Background: an optimization exercise with open tools, aiming at small area. Do not read the settings as production practice. Where RTL was checked, it was by simulation tests only, not by an equivalence proof against the original. Power figures rest on the tool's default switching activity, not on a simulated workload.

==> exp/maple: inputs <==
## fir_lowpass
module fir_lowpass #(
    parameter DATA_WIDTH = 16
) (
    input signed [DATA_WIDTH-1:0] i2s_data_in,
    output reg signed [(DATA_WIDTH+16)-1:0] i2s_data_out,
    input clk,
    input resetn
);
Settings: LEC_CHECK=0, CAP_MARGIN=20, CORE_MARGIN=2, CORE_UTILIZATION=60, CTS_CLUSTER_DIAMETER=80, CTS_CLUSTER_SIZE=30, GPL_TIMING_DRIVEN=0, PLACE_DENSITY=0.7, SLEW_MARGIN=20, SYNTH_HIERARCHICAL=1, SYNTH_MINIMUM_KEEP_SIZE=0; clock period 8.0 ns.
run.sh (not shown) runs the stock make flow with config.mk's settings and CLKGATE_MAP_FILE= SYNTH_SCRIPT=/design/flow/synth_recipe.tcl, a recipe that flattens the netlist after the stock synthesis.
==> exp/willow (differences from exp/maple) <==
CORE_UTILIZATION = 70   (was 60)
PLACE_DENSITY = 0.8   (was 0.7)
==> impl_metrics.py <==
metrics = {
    "setup_path": {
        "startpoint": "r5[0]",
        "cp.depth": 16,
    },
    "status": {
        "status": "finished clean",
    },
    "placed_design": {
        "gp_congestion": 0.990,
    },
}
That was exp/willow.
==> impl_metrics.py <==
metrics = {
    "status": {
        "status": "finished clean",
    },
    "clocking": {
        "cts_max_level": 1,
    },
    "setup_path": {
        "startpoint": "r4[5]",
    },
    "die": {
        "io_pins": 50,
    },
    "placed_design": {
        "place_ws_ns": -0.00580,
    },
    "final_layout": {
        "inverters": 169,
    },
}
That was exp/maple.

* * *

==> inputs of job 8654 <==
Another version of the RTL of fir_lowpass (not shown whole).
export LEC_CHECK = 0
export CAP_MARGIN = 20
export CORE_MARGIN = 2
export CORE_UTILIZATION = 60
export CTS_CLUSTER_DIAMETER = 80
export CTS_CLUSTER_SIZE = 30
export GPL_TIMING_DRIVEN = 0
export PLACE_DENSITY = 0.7
export SLEW_MARGIN = 20
export SYNTH_HIERARCHICAL = 1
export SYNTH_MINIMUM_KEEP_SIZE = 0
create_clock -name core_clock -period 8.0 [get_ports {clk}]
standard.sh (not shown) runs the stock make flow with config.mk's settings and CLKGATE_MAP_FILE= SYNTH_SCRIPT=/design/flow/synth_recipe.tcl, a recipe that flattens the netlist after the stock synthesis.
==> flow/flow/run.sh <==
#!/bin/bash
set -euo pipefail
export CTS_ARGS="-sink_clustering_enable -repair_clock_nets -sink_clustering_size 16 -sink_clustering_max_diameter 50 -dont_use_dummy_load -buf_list sky130_fd_sc_hd__clkbuf_8"
bash standard.sh finish > standard.log 2>&1
==> inputs of job 4989, as changes to job 8654 <==
==> flow/flow/run.sh (replaced) <==
#!/bin/bash
set -euo pipefail
export CTS_ARGS="-sink_clustering_enable -repair_clock_nets -sink_clustering_size 18 -sink_clustering_max_diameter 55 -dont_use_dummy_load -buf_list sky130_fd_sc_hd__clkbuf_8"
export BUFFER_PORTS_ARGS="-buffer_cell sky130_fd_sc_hd__buf_1"
bash standard.sh REMOVE_ABC_BUFFERS=1 finish > standard.log 2>&1
--- a/flow/config.mk
+++ b/flow/config.mk
@@ -7,11 +7,11 @@
 export LEC_CHECK = 0
 export CAP_MARGIN = 20
 export CORE_MARGIN = 2
-export CORE_UTILIZATION = 60
+export CORE_UTILIZATION = 70
 export CTS_CLUSTER_DIAMETER = 80
 export CTS_CLUSTER_SIZE = 30
 export GPL_TIMING_DRIVEN = 0
-export PLACE_DENSITY = 0.7
+export PLACE_DENSITY = 0.8
 export SLEW_MARGIN = 20
 export SYNTH_HIERARCHICAL = 1
 export SYNTH_MINIMUM_KEEP_SIZE = 0
==> comparison table <==
quantity	job 8654	job 4989
Status	complete, no violations	complete, no violations
Worst Max-Slew Pin Slew	0.878 ns	1.03 ns
Clock distribution area overhead in the final layout	0.0186	0.0163
Global placer's final weighted congestion	0.973	0.964
Overall routed net length	60500 µm	59500 µm
Global-route total usage across every layer	0.305	0.357
Seq power	1.95 mW	1.96 mW
Worst-case vdd ir drop	0.668 mV	0.847 mV
Int Power	5.13 mW	5.07 mW
Detailed Place HPWL	53400 µm	52200 µm
Via-per-instance ratio	5.68	6.06
Filler cell count in the final layout	3047	2147
Sequential share of cell area	0.251	0.256
Switching component of the power	4.69 mW	4.76 mW
Met1 usage	0.394	0.432
Multi-input gate area	17500 µm²	17500 µm²
Total Nets Final	2574	2544

* * *

==> 11-24: inputs <==
fir_lowpass again, from the RTL that the note above started with.
==> flow/config.mk <==
export PLATFORM = sky130hd
export DESIGN_NAME = fir_lowpass
export DESIGN_NICKNAME = fir_lowpass
export VERILOG_FILES = /design/flow/design.v
export SDC_FILE = /design/flow/constraint.sdc
export NUM_CORES = 4
export LEC_CHECK = 0
export CAP_MARGIN = 20
export CORE_MARGIN = 2
export CORE_UTILIZATION = 60
export CTS_CLUSTER_DIAMETER = 80
export CTS_CLUSTER_SIZE = 30
export GPL_TIMING_DRIVEN = 0
export PLACE_DENSITY = 0.7
export SLEW_MARGIN = 20
export SYNTH_HIERARCHICAL = 1
export SYNTH_MINIMUM_KEEP_SIZE = 0
==> flow/constraint.sdc <==
create_clock -name core_clock -period 8.0 [get_ports {clk}]
set_input_delay 1.6000 -clock core_clock [delete_from_list [all_inputs] [get_ports {clk}]]
set_output_delay 1.6000 -clock core_clock [all_outputs]
set_load 0.01 [all_outputs]
==> flow/flow/run.sh <==
#!/bin/bash
set -euo pipefail
export CTS_ARGS="-sink_clustering_enable -repair_clock_nets -sink_clustering_size 16 -sink_clustering_max_diameter 50 -dont_use_dummy_load -buf_list sky130_fd_sc_hd__clkbuf_8"
export BUFFER_PORTS_ARGS="-buffer_cell sky130_fd_sc_hd__buf_1"
bash standard.sh finish > standard.log 2>&1
==> inputs of 03-25, as changes to 11-24 <==
==> flow/flow/run.sh (replaced) <==
#!/bin/bash
set -euo pipefail
export CTS_ARGS="-sink_clustering_enable -repair_clock_nets -sink_clustering_size 24 -sink_clustering_max_diameter 60 -dont_use_dummy_load"
bash standard.sh finish > standard.log 2>&1
==> out/results.tsv <==
stage	metric	value	unit
drt	post_drt_via_cell_ratio	5.70	
drt	wl_per_cell	26.6	um
pwr	pwr-share-seq	0.197	
drt	finalWirelength	60.5	mm
clock_network	worstSkewPairLatency	0.63	ns
run_status	run_status	no timing/DRC/antenna violations	
final_layout	post-route-util	0.643	
final_layout	multi_input_area_share	0.666	
pwr	power_density	376	nW/um^2
the above is filed under 11-24

==> out/results.tsv <==
stage	metric	value	unit
pwr	pwr-share-seq	0.194	
final_layout	inverters	170	
hold_path	min_from	r2[8]	
pwr	power_density	375	nW/um^2
final_layout	post-route-util	0.656	
final_layout	multi_input_area_share	0.653	
drt	post_drt_via_cell_ratio	5.67	
drt	finalWirelength	60.4	mm
clock_network	worstSkewPairLatency	0.60	ns
run_status	run_status	no timing/DRC/antenna violations	
drt	wl_per_cell	26.6	um
final_layout	nFillCells	3014	
the above is filed under 03-25


* * *

==> trial 31: inputs <==
Another version of the RTL of fir_lowpass (not shown whole).
Settings: LEC_CHECK=0, CAP_MARGIN=20, CORE_MARGIN=2, CORE_UTILIZATION=60, CTS_BUF_LIST=sky130_fd_sc_hd__clkbuf_4 sky130_fd_sc_hd__clkbuf_8, PLACE_DENSITY=0.7, SLEW_MARGIN=20, SYNTH_HIERARCHICAL=1, SYNTH_MINIMUM_KEEP_SIZE=0; clock period 8.0 ns.
run.sh (not shown) runs the stock make flow with config.mk's settings and CLKGATE_MAP_FILE= SYNTH_SCRIPT=/design/flow/synth_recipe.tcl, a recipe that flattens the netlist after the stock synthesis.
Stock flow here: none of the scripts above is used.
==> inputs of build 89, as changes to trial 31 <==
--- a/flow/design.v
+++ b/flow/design.v
@@ -1900,53 +1900,46 @@
   fir_fa us1829 (1'b1, q30_0, c1794, s1829, c1830);
   wire s1831, c1832;
   fir_fa us1831 (1'b1, 1'b1, c1830, s1831, c1832);
   wire [31:0] fa_a = {s1831, c1828, s1827, s1791, s1787, s1825, n1774, n1763, s1823, s1821, n1721, s1819, n1683, n1662, s1817, s1815, s1813, c1810, s1809, n1522, n1498, c1806, s1805, s1437, s1420, s1803, s1393, s1801, s1799, s1365, s1797, s1795};
   wire [31:0] fa_b = {1'b0, s1829, 1'b0, 1'b1, c1826, 1'b0, n1775, c1824, 1'b0, 1'b0, c1820, 1'b0, 1'b0, c1818, 1'b0, 1'b0, 1'b0, s1811, 1'b0, 1'b1, c1808, s1807, 1'b0, 1'b0, c1804, 1'b0, c1802, 1'b0, 1'b0, c1798, 1'b0, 1'b0};
   wire [31:0] acc = fa_a + fa_b;
-  wire rstb;
-  fir_inv u_rstb (resetn, rstb);
-  always @(posedge clk) begin
-    if (rstb) begin
-      r0 <= 16'h0000;
-      r2 <= 16'h0000;
-      r4 <= 16'h0000;
-      r6 <= 16'h0000;
-      r8 <= 16'h0000;
-      r10 <= 16'h0000;
-      r12 <= 16'h0000;
-      r14 <= 16'h0000;
-    end else begin
-      r0 <= i2s_data_in;
-      r2 <= ~r1;
-      r4 <= ~r3;
-      r6 <= ~r5;
-      r8 <= ~r7;
-      r10 <= ~r9;
-      r12 <= ~r11;
-      r14 <= ~r13;
-    end
-  end
   always @(posedge clk) begin
     if (!resetn) begin
+      r0 <= 16'h0000;
       r1 <= 16'hffff;
+      r2 <= 16'h0000;
       r3 <= 16'hffff;
+      r4 <= 16'h0000;
       r5 <= 16'hffff;
+      r6 <= 16'h0000;
       r7 <= 16'hffff;
+      r8 <= 16'h0000;
       r9 <= 16'hffff;
+      r10 <= 16'h0000;
       r11 <= 16'hffff;
+      r12 <= 16'h0000;
       r13 <= 16'hffff;
+      r14 <= 16'h0000;
       r15 <= 16'hffff;
     end else begin
+      r0 <= i2s_data_in;
       r1 <= ~r0;
+      r2 <= ~r1;
       r3 <= ~r2;
+      r4 <= ~r3;
       r5 <= ~r4;
+      r6 <= ~r5;
       r7 <= ~r6;
+      r8 <= ~r7;
       r9 <= ~r8;
+      r10 <= ~r9;
       r11 <= ~r10;
+      r12 <= ~r11;
       r13 <= ~r12;
+      r14 <= ~r13;
       r15 <= ~r14;
     end
   end
   always @(posedge clk) begin
     rst_d <= resetn;
       q0_0 <= s166;
@@ -2003,13 +1996,10 @@
   end
 endmodule
 module fir_fa (input a, input b, input c, output s, output co);
   assign s = a ^ b ^ c;
   assign co = (a & b) | (c & (a ^ b));
 endmodule
-module fir_inv (input a, output y);
-  assign y = ~a;
-endmodule
 module fir_ha (input a, input b, output s, output co);
   assign s = a ^ b;
   assign co = a & b;
 endmodule
Settings changed: CORE_UTILIZATION 60 to 40, CTS_BUF_LIST sky130_fd_sc_hd__clkbuf_4 sky130_fd_sc_hd__clkbuf_8 to not set, PLACE_DENSITY 0.7 to not set.
==> inputs of build 43, as changes to trial 31 <==
Settings changed: CTS_BUF_LIST sky130_fd_sc_hd__clkbuf_4 sky130_fd_sc_hd__clkbuf_8 to not set, CTS_CLUSTER_DIAMETER set to 80, CTS_CLUSTER_SIZE set to 30.
==> notes.md <==
	build 43	trial 31	build 89
Final clock period utilization by the worst path	0.966	0.964	0.969
Critical path launch point	r2[0]	r2[0]	r3[0]
Clock latency on the worst-skew pair	0.57 ns	0.69 ns	0.56 ns
Total global-route track usage	0.301	0.307	0.204
CP Data Arrival Time	8.17 ns	8.27 ns	8.18 ns
Area of the die	0.0454 mm²	0.0454 mm²	0.0684 mm²
Starting DRT DRC Count	885	874	923
Netlist Area Pre-Place	0.0262 mm²	0.0262 mm²	0.0265 mm²
Flop2flop setup slack	0.27 ns	0.29 ns	0.25 ns
Number of filler cells placed in the layout	3217	3207	5879
Outcome	finished clean	finished clean	finished clean
P_int	5460 µW	5850 µW	6020 µW
Clock tree skew after final layout	0.0200 ns	0.0444 ns	0.0218 ns
Number of H-tree levels	1	2	2
Wire length of the first global-routing pass	97.2 mm	98.7 mm	101 mm
Only the layout flow was run in trial 31 and build 43; the RTL was not checked for function there.

[separate check: timing with driven ports]
In the flow no input, the clock included, has a driving cell. The finished layouts below were timed again as built, in two steps.
Step 1 (the two cells are an assumption about what drives the block):
set clk [get_ports {clk}]
set_driving_cell -lib_cell sky130_fd_sc_hd__clkbuf_16 $clk
set_driving_cell -lib_cell sky130_fd_sc_hd__buf_2 [delete_from_list [all_inputs] $clk]
Step 2, shift: input delay + t, output delay - t, t = (earliest + latest rising clock arrival at the registers) / 2. This alone moves slack from input paths to output paths.
a / b / c = ideal ports / drivers / drivers and shift; a / b = the first two.
| run | t (ns) | slack for setup (ns) | worst setup path after step 2 | worst register clock-pin slew, ns |
|---|---|---|---|---|
| exp/maple | 0.613 | 0.221 / 0.221 / 0.221 | register to register | 0.11 / 0.11 |
| exp/willow | 0.613 | 0.176 / 0.176 / 0.176 | register to register | 0.11 / 0.11 |
| job 8654 | 0.624 | 0.217 / 0.217 / 0.217 | register to register | 0.10 / 0.10 |
| job 4989 | 0.683 | 0.191 / 0.191 / 0.191 | register to register | 0.11 / 0.11 |
| 11-24 | 0.639 | 0.251 / 0.251 / 0.251 | register to register | 0.10 / 0.10 |
| 03-25 | 0.621 | 0.260 / 0.260 / 0.260 | register to register | 0.09 / 0.09 |
| trial 31 | 0.722 | 0.290 / 0.290 / 0.290 | register to register | 0.07 / 0.07 |
| build 89 | 0.612 | 0.251 / 0.251 / 0.251 | register to register | 0.06 / 0.06 |
| build 43 | 0.615 | 0.270 / 0.270 / 0.270 | register to register | 0.11 / 0.11 |
After both steps setup and hold are still met in every run listed.
